Source: an optimization exercise on an open RTL-to-GDS flow (aim: small area, a short achievable clock period and few clock cycles per item). Production flows keep margins and buffers that such runs may drop.
RTL that was checked went through simulation tests only; none was proved equivalent to the original.
The flow treats the clock pin as an ideal source, which a real chip does not have.

==> lagoon <==
==> flow/design.v <==
module upsample_accelerator #(
    parameter integer DATA_WIDTH = 24,
    parameter integer MAX_WIDTH = 1920,
    parameter integer MAX_HEIGHT = 1080
)(
    input wire clk,
    input wire rst_n,
    input wire [DATA_WIDTH-1:0] input_pixel,
    input wire input_valid,
    output wire input_ready,
    input wire input_sof,       
    input wire input_eol,       
    output wire [DATA_WIDTH-1:0] output_pixel,
    output wire output_valid,
    input wire output_ready,
    output wire output_sof,
    output wire output_eol,
    input wire [1:0] scale_factor,     
    input wire [1:0] interp_method,    
    input wire [15:0] input_width,
    input wire [15:0] input_height
);
    reg       bil;
    reg [3:0] kk;         
    always @(posedge clk) begin
        bil  <= (interp_method == 2'b01);
        kk   <= {scale_factor == 2'b11, scale_factor == 2'b00,
                 scale_factor == 2'b01, scale_factor == 2'b10};
    end
    wire sf3  = kk[3];
    wire stat = ~bil | sf3;                  
    reg [1:0] zc;         
    reg       ir;         
    reg [4:0] st;         
    reg       full;       
    reg       ov;         
    reg       pend;       
    reg       have;       
    reg       eolc, sofc;
    reg       ffirst;     
    reg [2:0] cb;         
    reg [23:0] p0, p1, p2, p3;
    reg        efirst;    
    reg [21:0] xr_v0;     
    reg [21:0] yr_d;      
    reg [21:0] u;         
    reg [21:0] d;         
    reg [18:0] base;
    reg [7:0]  hi;
    reg [2:0]  a;         
    reg [15:0] xrem;      
    reg [15:0] yrem;      
    wire zf  = (zc != 2'd0);
    wire acc = input_valid & ir;
    always @(posedge clk) begin
        if (acc | zf) begin
            p0 <= p1;
            p1 <= p2;
            p2 <= p3;
            p3 <= input_pixel & {24{ir}};
        end
    end
    wire s0 = st[0];
    wire s1 = st[1];
    wire s2 = st[2];
    wire s3 = st[3];
    wire s4 = st[4];
    wire busy = |st;
    wire [3:0] cb_sum = {1'b0, cb} + kk;
    wire       cb_blk = cb_sum[3];
    wire       f_end  = cb_blk & (yrem == 16'd1);
    always @(posedge clk or negedge rst_n) begin
        if (!rst_n) begin
            cb <= 3'd0;
            ffirst <= 1'b1;
        end else if (s4) begin
            cb <= cb_sum[2:0];
            ffirst <= f_end;
        end
    end
    always @(posedge clk) begin
        if (zf | (s4 & f_end))
            yrem <= input_height;
        else if (s4 & cb_blk)
            yrem <= yrem - 16'd1;
        if (s4)
            efirst <= ffirst;
    end
    wire [2:0] eb = stat ? 3'd0 : cb;
    wire bit_sel = (s0 & eb[2]) | (s1 & eb[1]) | (s2 & eb[0]);
    wire [21:0] x_opa = s0 ? 22'd0 : (s1 | s2) ? {xr_v0[20:0], 1'b0} : xr_v0;
    wire [21:0] x_opb = bit_sel ? p2[21:0] : p0[21:0];
    wire [21:0] x_sum = x_opa + x_opb;
    wire [21:0] y_opa = s0 ? 22'd0 : (s1 | s2) ? {yr_d[20:0], 1'b0} : yr_d;
    wire [21:0] y_opb = s4 ? ~xr_v0 : (bit_sel ? p3[21:0] : p1[21:0]);
    wire [22:0] y_sc  = {y_opa, 1'b1} + {y_opb, s4};
    wire [21:0] y_sum = y_sc[22:1];
    always @(posedge clk) begin
        if (busy) begin
            if (!s4) xr_v0 <= x_sum;
            yr_d <= y_sum;
        end
    end
    wire ho  = full & (~have | (ov & eolc));    
    wire adv = ov & ~eolc;                      
    wire [3:0] a_sum  = {1'b0, a} + kk;
    wire       a_blk  = a_sum[3];                
    wire [2:0] a_n    = a_sum[2:0];
    wire [3:0] an_sum = {1'b0, a_n} + kk;
    wire       an_blk = an_sum[3];               
    wire       xl_n   = a_blk ? (xrem == 16'd2) : (xrem == 16'd1);
    always @(posedge clk) begin
        if (ho) begin
            u    <= {xr_v0[18:0], 3'b000};
            base <= xr_v0[18:0];
            d    <= kk[2] ? {yr_d[19:0], 2'b00} : kk[1] ? {yr_d[20:0], 1'b0} : yr_d;
            hi   <= bil ? 8'd0 : p0[23:16];
            a    <= 3'd0;
            xrem <= input_width;
        end else if (adv) begin
            if (!stat)
                u <= a_blk ? {base, 3'b000} : (u + d);
            a <= a_n;
            if (a_blk) xrem <= xrem - 16'd1;
        end
    end
    wire pend_n = (pend | ov) & ~output_ready;
    wire have_n = ho | (have & ~(ov & eolc));
    wire ov_n   = have_n & ~pend_n;
    wire busy_n = acc | s0 | s1 | s2 | s3;
    wire full_n = s4 | (full & ~ho);
    wire [1:0] zc_n = zf ? zc - 2'd1 : 2'd0;
    wire eolc_n = ho ? (sf3 & (input_width == 16'd1)) : adv ? (an_blk & xl_n) : eolc;
    wire ho_n   = full_n & (~have_n | (ov_n & eolc_n));
    wire ir_n   = (zc_n == 2'd0) & ~busy_n & (~full_n | ho_n);
    always @(posedge clk or negedge rst_n) begin
        if (!rst_n) begin
            zc <= 2'd3;
            ir <= 1'b0;
            st <= 5'd0;
            full <= 1'b0;
            ov <= 1'b0;
            pend <= 1'b0;
            have <= 1'b0;
            eolc <= 1'b0;
            sofc <= 1'b0;
        end else begin
            zc <= zc_n;
            ir <= ir_n;
            st <= {st[3:0], acc};
            full <= full_n;
            ov <= ov_n;
            pend <= pend_n;
            have <= have_n;
            eolc <= eolc_n;
            sofc <= ho ? efirst : adv ? 1'b0 : sofc;
        end
    end
    assign input_ready  = ir;
    assign output_valid = ov;
    assign output_sof   = sofc;
    assign output_eol   = eolc;
    assign output_pixel = {hi, u[21:6]};
endmodule
==> flow/flow/run.sh <==
#!/bin/bash
set -euo pipefail
bash standard.sh "BUFFER_PORTS_ARGS=-buffer_cell sky130_fd_sc_hd__buf_4" finish > standard.log 2>&1
==> flow/standard.sh <==
#!/bin/bash
# synth_recipe.tcl (not shown) runs the flow's synth.tcl, then flattens the netlist and writes it again
# the make line also repeats each setting of config.mk as NAME=value (left out here)
make -C /OpenROAD-flow-scripts/flow DESIGN_CONFIG=/design/flow/config.mk WORK_HOME=/design/flow/orfs CLKGATE_MAP_FILE= SYNTH_SCRIPT=/design/flow/synth_recipe.tcl "${@:-finish}"
==> flow/config.mk <==
export PLATFORM = sky130hd
export DESIGN_NAME = upsample_accelerator
export DESIGN_NICKNAME = upsample_accelerator
export VERILOG_FILES = /design/flow/design.v
export SDC_FILE = /design/flow/constraint.sdc
export NUM_CORES = 4
export LEC_CHECK = 0
export CAP_MARGIN = 20
export CORE_MARGIN = 2
export CORE_UTILIZATION = 40
export PLACE_DENSITY = 0.6
export SLEW_MARGIN = 20
==> flow/constraint.sdc <==
create_clock -name core_clock -period 13.0 [get_ports {clk}]
set_input_delay 2.6000 -clock core_clock [delete_from_list [all_inputs] [get_ports {clk}]]
set_output_delay 2.6000 -clock core_clock [all_outputs]
set_load 0.01 [all_outputs]
==> inputs of garnet, as changes to lagoon <==
==> flow/design.v, changed modules only <==
module upsample_accelerator #(
    parameter integer DATA_WIDTH = 24,
    parameter integer MAX_WIDTH = 1920,
    parameter integer MAX_HEIGHT = 1080
)(
    input wire clk,
    input wire rst_n,
    input wire [DATA_WIDTH-1:0] input_pixel,
    input wire input_valid,
    output wire input_ready,
    input wire input_sof,       
    input wire input_eol,       
    output wire [DATA_WIDTH-1:0] output_pixel,
    output wire output_valid,
    input wire output_ready,
    output wire output_sof,
    output wire output_eol,
    input wire [1:0] scale_factor,     
    input wire [1:0] interp_method,    
    input wire [15:0] input_width,
    input wire [15:0] input_height
);
    reg       bil;
    reg [3:0] kk;         
    always @(posedge clk) begin
        bil  <= (interp_method == 2'b01);
        kk   <= {scale_factor == 2'b11, scale_factor == 2'b00,
                 scale_factor == 2'b01, scale_factor == 2'b10};
    end
    wire sf3  = kk[3];
    wire stat = ~bil | sf3;                  
    reg [1:0] zc;         
    reg       skip;       
    reg       zr;         
    reg       zs;         
    reg       ir;         
    reg [7:0] st;         
    reg       wt;         
    reg       full;       
    reg       ov;         
    reg       pend;       
    reg       have;       
    reg       eolc, sofc;
    reg       ffirst;     
    reg [2:0] cb;         
    reg [23:0] p0, p1, p2, p3;
    reg        efirst;    
    reg [21:0] xr_v0;     
    reg [21:0] yr_d;      
    reg [21:0] u;         
    reg [21:0] d;         
    reg [18:0] base;
    reg [7:0]  hi;
    reg [2:0]  a;         
    reg [15:0] xrem;      
    reg [15:0] yrem;      
    wire zf  = zc[0];
    wire full_n;
    wire acc = input_valid & ir;
    always @(posedge clk) begin
        if (acc | zf) begin
            p0 <= p1;
            p1 <= p2;
            p2 <= p3;
            p3 <= zf ? 24'd0 : input_pixel;
        end
    end
    wire s4 = st[7];                         
    wire rdone = s4 | (zc == 2'b01);         
    wire [3:0] cb_sum = {1'b0, cb} + kk;
    wire       cb_blk = cb_sum[3];
    wire       f_end  = cb_blk & (yrem == 16'd1);
    always @(posedge clk or negedge rst_n) begin
        if (!rst_n) begin
            cb <= 3'd0;
            ffirst <= 1'b1;
        end else if (rdone) begin
            cb <= cb_sum[2:0];
            ffirst <= f_end;
        end
    end
    always @(posedge clk) begin
        if (zc[1] | (rdone & f_end))
            yrem <= input_height;
        else if (rdone & cb_blk)
            yrem <= yrem - 16'd1;
        if (rdone)
            efirst <= ffirst;
    end
    reg bit_sel;          
    reg dbl;              
    reg zro;              
    reg sub;              
    wire [2:0] eb = stat ? 3'd0 : cb;
    wire go_a = ho;                          
    wire go_b = acc & ~skip;                 
    always @(posedge clk) begin
        bit_sel <= ((go_a | go_b) & eb[2]) | ((st[0] | st[4]) & eb[1]) | ((st[1] | st[5]) & eb[0]);
        dbl     <= st[0] | st[1] | st[4] | st[5];
        zro     <= go_a | go_b;
        sub     <= full_n;
    end
    wire [21:0] e_opa = zro ? 22'd0 : dbl ? {yr_d[20:0], 1'b0} : yr_d;
    wire [21:0] e_opb = sub ? ~xr_v0 : (bit_sel ? p3[21:0] : p1[21:0]);
    wire [22:0] e_sc  = {e_opa, 1'b1} + {e_opb, sub};
    wire [21:0] e_sum = e_sc[22:1];
    always @(posedge clk) begin
        if (st[3]) xr_v0 <= e_sum;
        if (|st) yr_d <= e_sum;
    end
    wire ho  = full & (~have | (ov & eolc));    
    wire adv = ov & ~eolc;                      
    wire [3:0] a_sum  = {1'b0, a} + kk;
    wire       a_blk  = a_sum[3];                
    wire [2:0] a_n    = a_sum[2:0];
    wire [3:0] an_sum = {1'b0, a_n} + kk;
    wire       an_blk = an_sum[3];               
    wire       xl_n   = a_blk ? (xrem == 16'd2) : (xrem == 16'd1);
    always @(posedge clk) begin
        if (ho) begin
            u    <= {xr_v0[18:0] & {19{~zr}}, 3'b000};
            base <= xr_v0[18:0];
            d    <= kk[2] ? {e_sum[19:0], 2'b00} : kk[1] ? {e_sum[20:0], 1'b0} : e_sum;
            hi   <= (bil | zr) ? 8'd0 : p0[23:16];
            a    <= 3'd0;
            xrem <= input_width;
        end else if (adv) begin
            if (!stat & !zs)
                u <= a_blk ? {base, 3'b000} : (u + d);
            a <= a_n;
            if (a_blk) xrem <= xrem - 16'd1;
        end
    end
    wire pend_n = (pend | ov) & ~output_ready;
    wire have_n = ho | (have & ~(ov & eolc));
    wire ov_n   = have_n & ~pend_n;
    assign full_n = s4 | (acc & skip) | (full & ~ho);
    wire [1:0] zc_n = {1'b0, zc[1]};
    wire eolc_n = ho ? (sf3 & (input_width == 16'd1)) : adv ? (an_blk & xl_n) : eolc;
    wire wt_n   = (st[3] | wt) & ~acc;
    wire ir_n   = st[2] | wt_n | (skip & ~acc & ~zc[1]);
    always @(posedge clk or negedge rst_n) begin
        if (!rst_n) begin
            zc <= 2'b11;
            skip <= 1'b1;
            zr <= 1'b0;
            zs <= 1'b0;
            ir <= 1'b0;
            st <= 8'd0;
            wt <= 1'b0;
            full <= 1'b0;
            ov <= 1'b0;
            pend <= 1'b0;
            have <= 1'b0;
            eolc <= 1'b0;
            sofc <= 1'b0;
        end else begin
            zc <= zc_n;
            skip <= skip & ~acc;
            zr <= (acc & skip) | (zr & ~ho);
            zs <= ho ? zr : zs;
            ir <= ir_n;
            st <= {st[6:4], go_b, st[2:0], go_a};
            wt <= wt_n;
            full <= full_n;
            ov <= ov_n;
            pend <= pend_n;
            have <= have_n;
            eolc <= eolc_n;
            sofc <= ho ? efirst : adv ? 1'b0 : sofc;
        end
    end
    assign input_ready  = ir;
    assign output_valid = ov;
    assign output_sof   = sofc;
    assign output_eol   = eolc;
    assign output_pixel = {hi, u[21:6]};
endmodule
==> flow/flow/run.sh (replaced) <==
#!/bin/bash
set -euo pipefail
ARGS=("BUFFER_PORTS_ARGS=-buffer_cell sky130_fd_sc_hd__buf_2" SETUP_SLACK_MARGIN=9.55)
bash standard.sh "${ARGS[@]}" cts > standard_cts.log 2>&1
RESULTS=$PWD/orfs/results/$FLOW_PLATFORM/upsample_accelerator/base openroad -no_init -exit flow/bypass_clk.tcl > bypass_clk.log 2>&1
bash standard.sh "${ARGS[@]}" finish > standard.log 2>&1
==> flow/flow/bypass_clk.tcl (new file) <==
# Remove the clock tree's intermediate buffers: the root buffer then drives the
# leaf buffers directly (same depth for every register).
proc bypass_mid_clkbufs {} {
  set blk [ord::get_db_block]
  set root_out ""
  foreach inst [$blk getInsts] {
    if {[string match clkbuf_0_* [$inst getName]]} { set root_out [[$inst findITerm X] getNet] }
  }
  if {$root_out eq ""} { return 0 }
  set n 0
  foreach it [$root_out getITerms] {
    set inst [$it getInst]
    if {[$it isOutputSignal]} { continue }
    set m [[$inst getMaster] getName]
    if {![string match sky130_fd_sc_hd__clkbuf_* $m]} { continue }
    set out [[$inst findITerm X] getNet]
    # only bypass buffers that drive other clock buffers
    set loads {}
    set ok 1
    foreach lt [$out getITerms] {
      if {[$lt getInst] == $inst} { continue }
      if {![string match sky130_fd_sc_hd__clkbuf_* [[[$lt getInst] getMaster] getName]]} { set ok 0 }
      lappend loads $lt
    }
    if {!$ok} { continue }
    foreach lt $loads { $lt disconnect; $lt connect $root_out }
    [$inst findITerm A] disconnect
    [$inst findITerm X] disconnect
    odb::dbInst_destroy $inst
    odb::dbNet_destroy $out
    incr n
  }
  return $n
}

set results $::env(RESULTS)
read_db $results/4_cts.odb
puts "bypassed [bypass_mid_clkbufs] intermediate clock buffers"
write_db $results/4_cts.odb
CORE_UTILIZATION = 65   (was 40)
CTS_CLUSTER_DIAMETER = 200   (was default)
CTS_CLUSTER_SIZE = 26   (was default)
PLACE_DENSITY = 0.72   (was 0.6)
==> inputs of pepper, as changes to lagoon <==
==> flow/design.v, changed modules only <==
module upsample_accelerator #(
    parameter integer DATA_WIDTH = 24,
    parameter integer MAX_WIDTH = 1920,
    parameter integer MAX_HEIGHT = 1080
)(
    input wire clk,
    input wire rst_n,
    input wire [DATA_WIDTH-1:0] input_pixel,
    input wire input_valid,
    output wire input_ready,
    input wire input_sof,       
    input wire input_eol,       
    output wire [DATA_WIDTH-1:0] output_pixel,
    output wire output_valid,
    input wire output_ready,
    output wire output_sof,
    output wire output_eol,
    input wire [1:0] scale_factor,     
    input wire [1:0] interp_method,    
    input wire [15:0] input_width,
    input wire [15:0] input_height
);
    reg       bil;
    reg [3:0] kk;         
    always @(posedge clk) begin
        bil  <= (interp_method == 2'b01);
        kk   <= {scale_factor == 2'b11, scale_factor == 2'b00,
                 scale_factor == 2'b01, scale_factor == 2'b10};
    end
    wire sf3  = kk[3];
    wire stat = ~bil | sf3;                  
    reg [1:0] zc;         
    reg       skip;       
    reg       zr;         
    reg       zs;         
    reg       ir;         
    reg [7:0] st;         
    reg       wt;         
    reg       full;       
    reg       ov;         
    reg       pend;       
    reg       have;       
    reg       eolc, sofc;
    reg       ffirst;     
    reg [2:0] cb;         
    reg [23:0] p0, p1, p2, p3;
    reg        efirst;    
    reg [21:0] xr_v0;     
    reg [21:0] yr_d;      
    reg [21:0] u;         
    reg [21:0] d;         
    reg [18:0] base;
    reg [7:0]  hi;
    reg [2:0]  a;         
    reg [15:0] xrem;      
    reg [15:0] yrem;      
    wire zf  = zc[0];
    wire full_n;
    wire acc = input_valid & ir;
    always @(posedge clk) begin
        if (acc | zf) begin
            p0 <= p1;
            p1 <= p2;
            p2 <= p3;
            p3 <= zf ? 24'd0 : input_pixel;
        end
    end
    wire s4 = st[7];                         
    wire rdone = s4 | (acc & skip);          
    wire [3:0] cb_sum = {1'b0, cb} + kk;
    wire       cb_blk = cb_sum[3];
    wire       f_end  = cb_blk & (yrem == 16'd1);
    always @(posedge clk or negedge rst_n) begin
        if (!rst_n) begin
            cb <= 3'd0;
            ffirst <= 1'b1;
        end else if (rdone) begin
            cb <= cb_sum[2:0];
            ffirst <= f_end;
        end
    end
    always @(posedge clk) begin
        if (zf | (rdone & f_end))
            yrem <= input_height;
        else if (rdone & cb_blk)
            yrem <= yrem - 16'd1;
        if (rdone)
            efirst <= ffirst;
    end
    reg bit_sel;          
    reg dbl;              
    reg zro;              
    reg sub;              
    wire [2:0] eb = stat ? 3'd0 : cb;
    wire go_a = ho;                          
    wire go_b = acc & ~skip;                 
    always @(posedge clk) begin
        bit_sel <= ((go_a | go_b) & eb[2]) | ((st[0] | st[4]) & eb[1]) | ((st[1] | st[5]) & eb[0]);
        dbl     <= st[0] | st[1] | st[4] | st[5];
        zro     <= go_a | go_b;
        sub     <= full_n;
    end
    wire [21:0] e_opa = zro ? 22'd0 : dbl ? {yr_d[20:0], 1'b0} : yr_d;
    wire [21:0] e_opb = sub ? ~xr_v0 : (bit_sel ? p3[21:0] : p1[21:0]);
    wire [22:0] e_sc  = {e_opa, 1'b1} + {e_opb, sub};
    wire [21:0] e_sum = e_sc[22:1];
    always @(posedge clk) begin
        if (st[3]) xr_v0 <= e_sum;
        if (|st) yr_d <= e_sum;
    end
    wire ho  = full & (~have | (ov & eolc));    
    wire adv = ov & ~eolc;                      
    wire [3:0] a_sum  = {1'b0, a} + kk;
    wire       a_blk  = a_sum[3];                
    wire [2:0] a_n    = a_sum[2:0];
    wire [3:0] an_sum = {1'b0, a_n} + kk;
    wire       an_blk = an_sum[3];               
    wire       xl_n   = a_blk ? (xrem == 16'd2) : (xrem == 16'd1);
    always @(posedge clk) begin
        if (ho) begin
            u    <= {xr_v0[18:0] & {19{~zr}}, 3'b000};
            base <= xr_v0[18:0];
            d    <= kk[2] ? {e_sum[19:0], 2'b00} : kk[1] ? {e_sum[20:0], 1'b0} : e_sum;
            hi   <= (bil | zr) ? 8'd0 : p0[23:16];
            a    <= 3'd0;
            xrem <= input_width;
        end else if (adv) begin
            if (!stat & !zs)
                u <= a_blk ? {base, 3'b000} : (u + d);
            a <= a_n;
            if (a_blk) xrem <= xrem - 16'd1;
        end
    end
    wire pend_n = (pend | ov) & ~output_ready;
    wire have_n = ho | (have & ~(ov & eolc));
    wire ov_n   = have_n & ~pend_n;
    assign full_n = rdone | (full & ~ho);
    wire [1:0] zc_n = {1'b0, zc[1]};
    wire eolc_n = ho ? (sf3 & (input_width == 16'd1)) : adv ? (an_blk & xl_n) : eolc;
    wire wt_n   = (st[3] | wt) & ~acc;
    wire ir_n   = st[2] | wt_n | (skip & ~acc & ~zc[1]);
    always @(posedge clk or negedge rst_n) begin
        if (!rst_n) begin
            zc <= 2'b11;
            skip <= 1'b1;
            zr <= 1'b0;
            zs <= 1'b0;
            ir <= 1'b0;
            st <= 8'd0;
            wt <= 1'b0;
            full <= 1'b0;
            ov <= 1'b0;
            pend <= 1'b0;
            have <= 1'b0;
            eolc <= 1'b0;
            sofc <= 1'b0;
        end else begin
            zc <= zc_n;
            skip <= skip & ~acc;
            zr <= (acc & skip) | (zr & ~ho);
            zs <= ho ? zr : zs;
            ir <= ir_n;
            st <= {st[6:4], go_b, st[2:0], go_a};
            wt <= wt_n;
            full <= full_n;
            ov <= ov_n;
            pend <= pend_n;
            have <= have_n;
            eolc <= eolc_n;
            sofc <= ho ? efirst : adv ? 1'b0 : sofc;
        end
    end
    assign input_ready  = ir;
    assign output_valid = ov;
    assign output_sof   = sofc;
    assign output_eol   = eolc;
    assign output_pixel = {hi, u[21:6]};
endmodule
==> flow/flow/run.sh (replaced) <==
#!/bin/bash
set -euo pipefail
bash standard.sh "BUFFER_PORTS_ARGS=-buffer_cell sky130_fd_sc_hd__buf_4" SETUP_SLACK_MARGIN=9.2 finish > standard.log 2>&1
==> summary of the runs <==
lagoon went through all stages and came out clean. pepper went through all stages and came out clean. garnet went through all stages and came out clean.
Against lagoon, the hold slack of garnet is higher by 0.013 ns.
In lagoon the critical path depth is higher than in garnet, by 15.
In pepper the synthesized area is lower than in garnet, by about 0.22%.
The lowest cell count belongs to garnet, the highest to lagoon.
Via count, lowest first: pepper, garnet, lagoon.
Against garnet, the non-clock buffer count of pepper is lower by 30.
Between garnet and lagoon, the lower die area is in garnet (gap 45%, measured against lagoon).
==> figures <==
	garnet	pepper	lagoon
Status	finished clean	finished clean	finished clean
Routed wire per std cell	18.1 µm	16.2 µm	16.6 µm
Clock buffer count	20	32	43
Post-synthesis mux area share	2.82%	2.97%	3.72%
Initial Util	65.8%	40.5%	40.8%
Share of final-layout standard cells stronger than drive strength 1	18.2%	15.5%	13.8%
Setup slack after layout	9.35 ns	9.25 ns	8.47 ns
Hold path startpoint	st[4]	zc[1]	st[3]
Category of the worst setup path capture point	output port	output port	flop
Cell variety after synth	75	73	76
Syn Nets	1255	1241	1510
Met3 GRT Util	3.72%	2.23%	2.07%
Simple-gate area share of the yosys netlist	12.2%	11.7%	13.5%
Global placement routability congestion	0.865	0.842	0.855
Worst setup path end	output_pixel[8]	output_pixel[5]	yr_d[11]
Number of cells on the worst reg-to-reg path	13	13	16
Testbench counts of garnet, summed over its fixed seeds: cycles 15,263, items 14,904.
Testbench counts of pepper, summed over its fixed seeds: cycles 15,263, items 14,904.
Only the layout flow was run in lagoon; the RTL was not checked for function there.

==> port drivers added, routing unchanged <==
In the flow no input, the clock included, has a driving cell. The finished layouts below were timed again as built, in two steps.
Step 1 sets driving cells, clkbuf_16 on the clock port and buf_2 on the other inputs (assumed; they add their load-dependent delay and slew).
Step 2 adds t to the input delays and takes it off the output delays; t is the mean of the earliest and latest rising clock arrival at the registers after step 1. Input paths then give back, and output paths get back, about the clock's delay inside the block.
Three values: ideal, step 1, step 2; two values: the first two.
| run | t, ns | setup slack, ns | latest minus earliest clock arrival (ns) | pins driven straight from the clock port |
|---|---|---|---|---|
| lagoon | 0.599 | 8.467 / 8.467 / 8.467 | 0.022 / 0.022 | 1 |
| garnet | 0.478 | 9.354 / 9.307 / 9.063 | 0.032 / 0.032 | 1 |
| pepper | 0.595 | 9.250 / 9.200 / 8.695 | 0.019 / 0.019 | 1 |
After both steps setup and hold are still met in every run listed. For pepper, which loses most, drivers alone change the setup slack by -0.050 ns; drivers and shift together by -0.555 ns.
